This design comes from an exercise in tuning for small area on the open sky130 flow, not from production work.
The RTL was checked by simulation tests, not by an equivalence proof against the original design.
Power figures rest on the tool's default switching activity, not on a simulated workload.

==> flow/design.v <==
`timescale 1ns / 1ps
module ButtonController(
    input i_clk,
    input i_reset,
    input i_button,
    output o_button
    );
    reg       r_state;
    reg [6:0] c;
    wire w_active = i_button ^ r_state;
    wire w_term   = ~c[0] & c[1] & c[2] & c[3] & c[4] & ~c[6];
    wire w_pulse  = ~c[0] & ~c[1] & c[2] & c[3] & c[4] & c[5];
    wire w_jump   = w_term & ~r_state;
    wire w_fb     = (c[0] ^ c[6]);
    wire [6:0] w_step = {c[5], c[4], c[3], c[2], (c[1] ^ w_jump), c[0], w_fb};
    assign o_button = w_pulse;
    always @(posedge i_clk or posedge i_reset) begin
        if (i_reset) begin
            r_state <= 1'b0;
            c       <= 7'd120;
        end
        else begin
            if (w_active & w_term) r_state <= ~r_state;
            if (w_pulse) c <= w_active ? 7'd113 : 7'd120;
            else if (w_active) c <= w_step;
        end
    end
endmodule
`timescale 1ns / 1ps
module FanTimerTop(
    input i_clk,
    input i_reset,
    input i_button_R,
    input i_button_L,
    input i_button_D,
    input i_button_U,
    input i_button_C,
    output [3:0] o_FND_Digit,
    output [7:0] o_FND_Font,
    output [2:0] o_fanlight,
    output o_timerlight,
    output o_fan
    );
    wire w_R, w_L, w_D, w_U, w_C;
    ButtonController Button_R(.i_clk(i_clk), .i_reset(i_reset), .i_button(i_button_R), .o_button(w_R));
    ButtonController Button_L(.i_clk(i_clk), .i_reset(i_reset), .i_button(i_button_L), .o_button(w_L));
    ButtonController Button_D(.i_clk(i_clk), .i_reset(i_reset), .i_button(i_button_D), .o_button(w_D));
    ButtonController Button_U(.i_clk(i_clk), .i_reset(i_reset), .i_button(i_button_U), .o_button(w_U));
    ButtonController Button_C(.i_clk(i_clk), .i_reset(i_reset), .i_button(i_button_C), .o_button(w_C));
    wire [1:0] w_pos;
    wire w_tick1s, w_lt222, w_lt444, w_lt666;
    TimeBase TimeBase(.i_clk(i_clk), .i_reset(i_reset), .o_pos(w_pos), .o_tick1s(w_tick1s),
                      .o_lt222(w_lt222), .o_lt444(w_lt444), .o_lt666(w_lt666));
    wire [1:0] w_fan;
    FanLevel FanLevel(.i_clk(i_clk), .i_reset(i_reset), .i_R(w_R), .i_L(w_L), .i_D(w_D), .o_fan(w_fan));
    wire w_active, w_complete;
    wire [3:0] w_rem;
    Timer Timer(.i_clk(i_clk), .i_reset(i_reset), .i_U(w_U), .i_C(w_C), .i_D(w_D), .i_tick(w_tick1s),
                .o_active(w_active), .o_complete(w_complete), .o_rem(w_rem));
    Display Display(.i_pos(w_pos), .i_rem(w_rem), .i_fan(w_fan), .o_digit(o_FND_Digit), .o_font(o_FND_Font));
    wire w_fan_on = ~w_complete;
    assign o_fanlight   = w_fan_on ? {w_fan[1] & w_fan[0], w_fan[1], w_fan[1] | w_fan[0]} : 3'b000;
    assign o_timerlight = w_active;
    reg w_pwm;
    always @(*) begin
        case (w_fan)
            2'd0: w_pwm = 1'b0;
            2'd1: w_pwm = w_lt222;
            2'd2: w_pwm = w_lt444;
            default: w_pwm = w_lt666;
        endcase
    end
    assign o_fan = w_fan_on & w_pwm;
endmodule
module TimeBase(
    input i_clk,
    input i_reset,
    output [1:0] o_pos,
    output o_tick1s,
    output o_lt222, o_lt444, o_lt666
    );
    reg [5:0] r_half;
    reg       r_phase;
    reg [5:0] r_lo;
    reg [4:0] r_hi;
    wire w_half_end = ~r_half[0] & r_half[1] & ~r_half[3] & r_half[4];
    wire w_half_fb  = (r_half[4] ^ r_half[5]);
    wire w_tick100  = w_half_end & ~r_phase;
    wire w_lo_end   = r_lo[5] & r_lo[4] & r_lo[0];              
    wire w_hi_end   = r_hi[4] & r_hi[1] & r_hi[0];              
    wire w_lo_25    = r_lo[4] & r_lo[3] & ~r_lo[2] & ~r_lo[1] & r_lo[0];
    assign o_tick1s = w_half_end & r_phase & w_lo_25;
    always @(posedge i_clk or posedge i_reset) begin
        if (i_reset) begin
            r_half  <= 6'd44;
            r_phase <= 1'b0;
            r_lo    <= 6'd0;
            r_hi    <= 5'd0;
        end
        else begin
            r_half <= {r_half[4], r_half[3], r_half[2] ^ w_half_end, r_half[1], r_half[0], w_half_fb};
            if (w_half_end) r_phase <= ~r_phase;
            if (w_tick100) begin
                if (w_lo_end) begin
                    r_lo <= 6'd0;
                    r_hi <= w_hi_end ? 5'd0 : r_hi + 5'd1;
                end
                else begin
                    r_lo <= r_lo + 6'd1;
                end
            end
        end
    end
    assign o_pos   = {r_lo[1] ^ r_hi[0], r_lo[0]};
    assign o_lt222 = (r_hi < 5'd4)  | ((r_hi == 5'd4)  & (r_lo < 6'd22));
    assign o_lt444 = (r_hi < 5'd8)  | ((r_hi == 5'd8)  & (r_lo < 6'd44));
    assign o_lt666 = (r_hi < 5'd13) | ((r_hi == 5'd13) & (r_lo < 6'd16));
endmodule
module FanLevel(
    input i_clk,
    input i_reset,
    input i_R, i_L, i_D,
    output [1:0] o_fan
    );
    reg [1:0] r_fan;
    assign o_fan = r_fan;
    always @(posedge i_clk or posedge i_reset) begin
        if (i_reset) r_fan <= 2'd0;
        else if (i_D && r_fan != 2'd0) r_fan <= 2'd0;
        else if (i_R && r_fan != 2'd3) r_fan <= r_fan + 2'd1;
        else if (i_L && r_fan != 2'd0) r_fan <= r_fan - 2'd1;
    end
endmodule
module Timer(
    input i_clk,
    input i_reset,
    input i_U, i_C, i_D, i_tick,
    output o_active, o_complete,
    output [3:0] o_rem
    );
    reg [1:0] r_set;
    reg [3:0] r_rem;
    wire w_active = r_set[1] | r_set[0];
    wire w_zero   = ~(r_rem[3] | r_rem[2] | r_rem[1] | r_rem[0]);
    wire w_complete = ~w_active & r_rem[0] & ~r_rem[2];
    wire [1:0] w_next = r_rem[3:2] + 2'd1;
    assign o_active   = w_active;
    assign o_complete = w_complete;
    assign o_rem      = {r_rem[3:1], r_rem[0] & ~w_complete};
    always @(posedge i_clk or posedge i_reset) begin
        if (i_reset) begin
            r_set <= 2'd0;
            r_rem <= 4'd0;
        end
        else if (w_active) begin
            if (w_zero) begin
                r_set <= 2'd0;
                r_rem <= 4'd1;
            end
            else if (i_C) r_rem <= {r_set, r_set};
            else if (i_tick) r_rem <= r_rem - 4'd1;
        end
        else if (w_complete) begin
            if (i_D) r_rem <= 4'd0;
        end
        else if (i_U) r_rem <= {w_next, w_next};
        else if (i_C) r_set <= r_rem[3:2];
    end
endmodule
module Display(
    input [1:0] i_pos,
    input [3:0] i_rem,
    input [1:0] i_fan,
    output [3:0] o_digit,
    output [7:0] o_font
    );
    wire w_tens = i_rem[3] & (i_rem[2] | i_rem[1]);
    wire [3:0] w_ones = {i_rem[3] & ~w_tens, i_rem[2] & (i_rem[1] | ~w_tens), i_rem[1] ^ w_tens, i_rem[0]};
    wire [3:0] w_value = i_pos[1] ? {2'd0, i_fan} : (i_pos[0] ? {3'd0, w_tens} : w_ones);
    reg [7:0] r_font;
    always @(*) begin
        case (w_value)
            4'h0 : r_font = 8'hc0;
            4'h1 : r_font = 8'hf9;
            4'h2 : r_font = 8'ha4;
            4'h3 : r_font = 8'hb0;
            4'h4 : r_font = 8'h99;
            4'h5 : r_font = 8'h92;
            4'h6 : r_font = 8'h82;
            4'h7 : r_font = 8'hf8;
            4'h8 : r_font = 8'h80;
            4'h9 : r_font = 8'h98;
            default: r_font = 8'hff;
        endcase
    end
    assign o_font  = r_font;
    assign o_digit = {~(i_pos[1] & i_pos[0]), 1'b1, i_pos[1] | ~i_pos[0], i_pos[1] | i_pos[0]};
endmodule
clock: 30.0 ns
lec_check: 0
abc_area: 1
cap_margin: 20
core_margin: 2
core_utilization: 40
slew_margin: 20
standard.sh (not shown) runs the stock make flow with config.mk's settings and CLKGATE_MAP_FILE= SYNTH_SCRIPT=/design/flow/synth_recipe.tcl, a recipe that flattens the netlist after the stock synthesis.
==> flow/flow/run.sh <==
#!/bin/bash
# Own layout flow: the standard ORFS flow (standard.sh) with three changes:
#  - synthesis: the ABC area script is flow/abc_area.script (deeper area
#    optimisation) and adders are left to ABC instead of half/full-adder cells;
#    everything before ABC, and so every register, is the standard synthesis's;
#  - ports are buffered with sky130_fd_sc_hd__buf_1;
#  - clock tree synthesis uses clkbuf_4 buffers and inserts no dummy loads.
# Each make run's full output goes to a log file here; ORFS's own per-step logs
# are under orfs/logs.
set -euo pipefail
W=$(pwd)
OVL="$W/scripts_ovl"
mkdir -p "$OVL"
for f in "$FLOW_HOME"/scripts/*; do ln -sfn "$f" "$OVL/"; done
rm -f "$OVL/abc_area.script"
cp "$W/flow/abc_area.script" "$OVL/abc_area.script"

bash standard.sh SCRIPTS_DIR="$OVL" ABC_AREA=1 ADDER_MAP_FILE= synth > "$W/make_synth.log" 2>&1

bash standard.sh \
  BUFFER_PORTS_ARGS="-buffer_cell sky130_fd_sc_hd__buf_1" \
  CTS_ARGS="-sink_clustering_enable -repair_clock_nets -dont_use_dummy_load -buf_list sky130_fd_sc_hd__clkbuf_4 -sink_clustering_size 18" \
  finish > "$W/make_layout.log" 2>&1
==> flow/flow/abc_area.script <==
strash
&get -n
&deepsyn -T 30 -S 2
&put
dch -f
amap
topo
The first run finished with timing, DRC and antenna clean.
Rerun with:
--- a/flow/design.v
+++ b/flow/design.v
@@ -1,32 +1,19 @@
-`timescale 1ns / 1ps
-module ButtonController(
-    input i_clk,
-    input i_reset,
-    input i_button,
-    output o_button
-    );
-    reg       r_state;
-    reg [6:0] c;
-    wire w_active = i_button ^ r_state;
-    wire w_term   = ~c[0] & c[1] & c[2] & c[3] & c[4] & ~c[6];
-    wire w_pulse  = ~c[0] & ~c[1] & c[2] & c[3] & c[4] & c[5];
-    wire w_jump   = w_term & ~r_state;
-    wire w_fb     = (c[0] ^ c[6]);
-    wire [6:0] w_step = {c[5], c[4], c[3], c[2], (c[1] ^ w_jump), c[0], w_fb};
-    assign o_button = w_pulse;
-    always @(posedge i_clk or posedge i_reset) begin
-        if (i_reset) begin
-            r_state <= 1'b0;
-            c       <= 7'd120;
+module ButtonController(input i_clk, input i_reset, input i_button, output o_button);
+    reg r_state; reg [6:0] c; reg r_button;
+    assign o_button = r_button;
+    wire a = i_button ^ r_state;
+    wire term = ~c[0] & ~c[1] & ~c[2] & ~c[3] & c[6];
+    wire fb = ~(c[6] ^ c[3]);
+    wire [6:0] nx = {c[5], c[4] ^ term, c[3:0], fb};
+    always @(posedge i_clk or posedge i_reset)
+        if (i_reset) begin r_state <= 0; c <= 0; r_button <= 0; end
+        else begin
+            r_button <= a & term & r_state;
+            if (a & term) r_state <= ~r_state;
+            if (a) c <= nx;
         end
-        else begin
-            if (w_active & w_term) r_state <= ~r_state;
-            if (w_pulse) c <= w_active ? 7'd113 : 7'd120;
-            else if (w_active) c <= w_step;
-        end
-    end
 endmodule
 `timescale 1ns / 1ps
 module FanTimerTop(
     input i_clk,
     input i_reset,
@@ -81,26 +68,26 @@
     );
     reg [5:0] r_half;
     reg       r_phase;
     reg [5:0] r_lo;
     reg [4:0] r_hi;
-    wire w_half_end = ~r_half[0] & r_half[1] & ~r_half[3] & r_half[4];
-    wire w_half_fb  = (r_half[4] ^ r_half[5]);
+    wire w_half_end = ~r_half[0] & r_half[2] & ~r_half[3] & r_half[5];
+    wire w_half_fb  = r_half[0] ^ r_half[5];
     wire w_tick100  = w_half_end & ~r_phase;
     wire w_lo_end   = r_lo[5] & r_lo[4] & r_lo[0];              
     wire w_hi_end   = r_hi[4] & r_hi[1] & r_hi[0];              
     wire w_lo_25    = r_lo[4] & r_lo[3] & ~r_lo[2] & ~r_lo[1] & r_lo[0];
     assign o_tick1s = w_half_end & r_phase & w_lo_25;
     always @(posedge i_clk or posedge i_reset) begin
         if (i_reset) begin
-            r_half  <= 6'd44;
+            r_half  <= 6'd9;
             r_phase <= 1'b0;
             r_lo    <= 6'd0;
             r_hi    <= 5'd0;
         end
         else begin
-            r_half <= {r_half[4], r_half[3], r_half[2] ^ w_half_end, r_half[1], r_half[0], w_half_fb};
+            r_half <= {r_half[4:2], r_half[1] ^ w_half_end, r_half[0], w_half_fb};
             if (w_half_end) r_phase <= ~r_phase;
             if (w_tick100) begin
                 if (w_lo_end) begin
                     r_lo <= 6'd0;
                     r_hi <= w_hi_end ? 5'd0 : r_hi + 5'd1;
Cell area is higher by 2.1%.
Power went up by 5.9%.
Critical path depth stays the same.
Die area is higher by 2.1%.
Sequential share of layout area grows by 1.9 points.
Worst hold slack gets worse by 0.045 ns.

[port drivers added, routing unchanged]
Ports are ideal in the flow. The routed layouts listed here were re-timed in OpenROAD. Step 1, drivers: a clkbuf_16 drives i_clk and a buf_2 each remaining input, both assumed. Step 2 adds t to the input delays and takes it off the output delays; t is the mean of the earliest and latest rising clock arrival at the registers after step 1. Input paths then give back, and output paths get back, about the clock's delay inside the block. Three values: ideal ports, drivers, drivers and shift; two values: the first two.
run	shift t [ns]	setup slack, ns	hold WS [ns]
the first run	0.418	21.434 / 21.402 / 21.820	0.385 / 0.385 / 0.385
the second run	0.410	21.752 / 21.724 / 22.134	0.339 / 0.339 / 0.339
After both steps setup and hold are still met in every run listed.
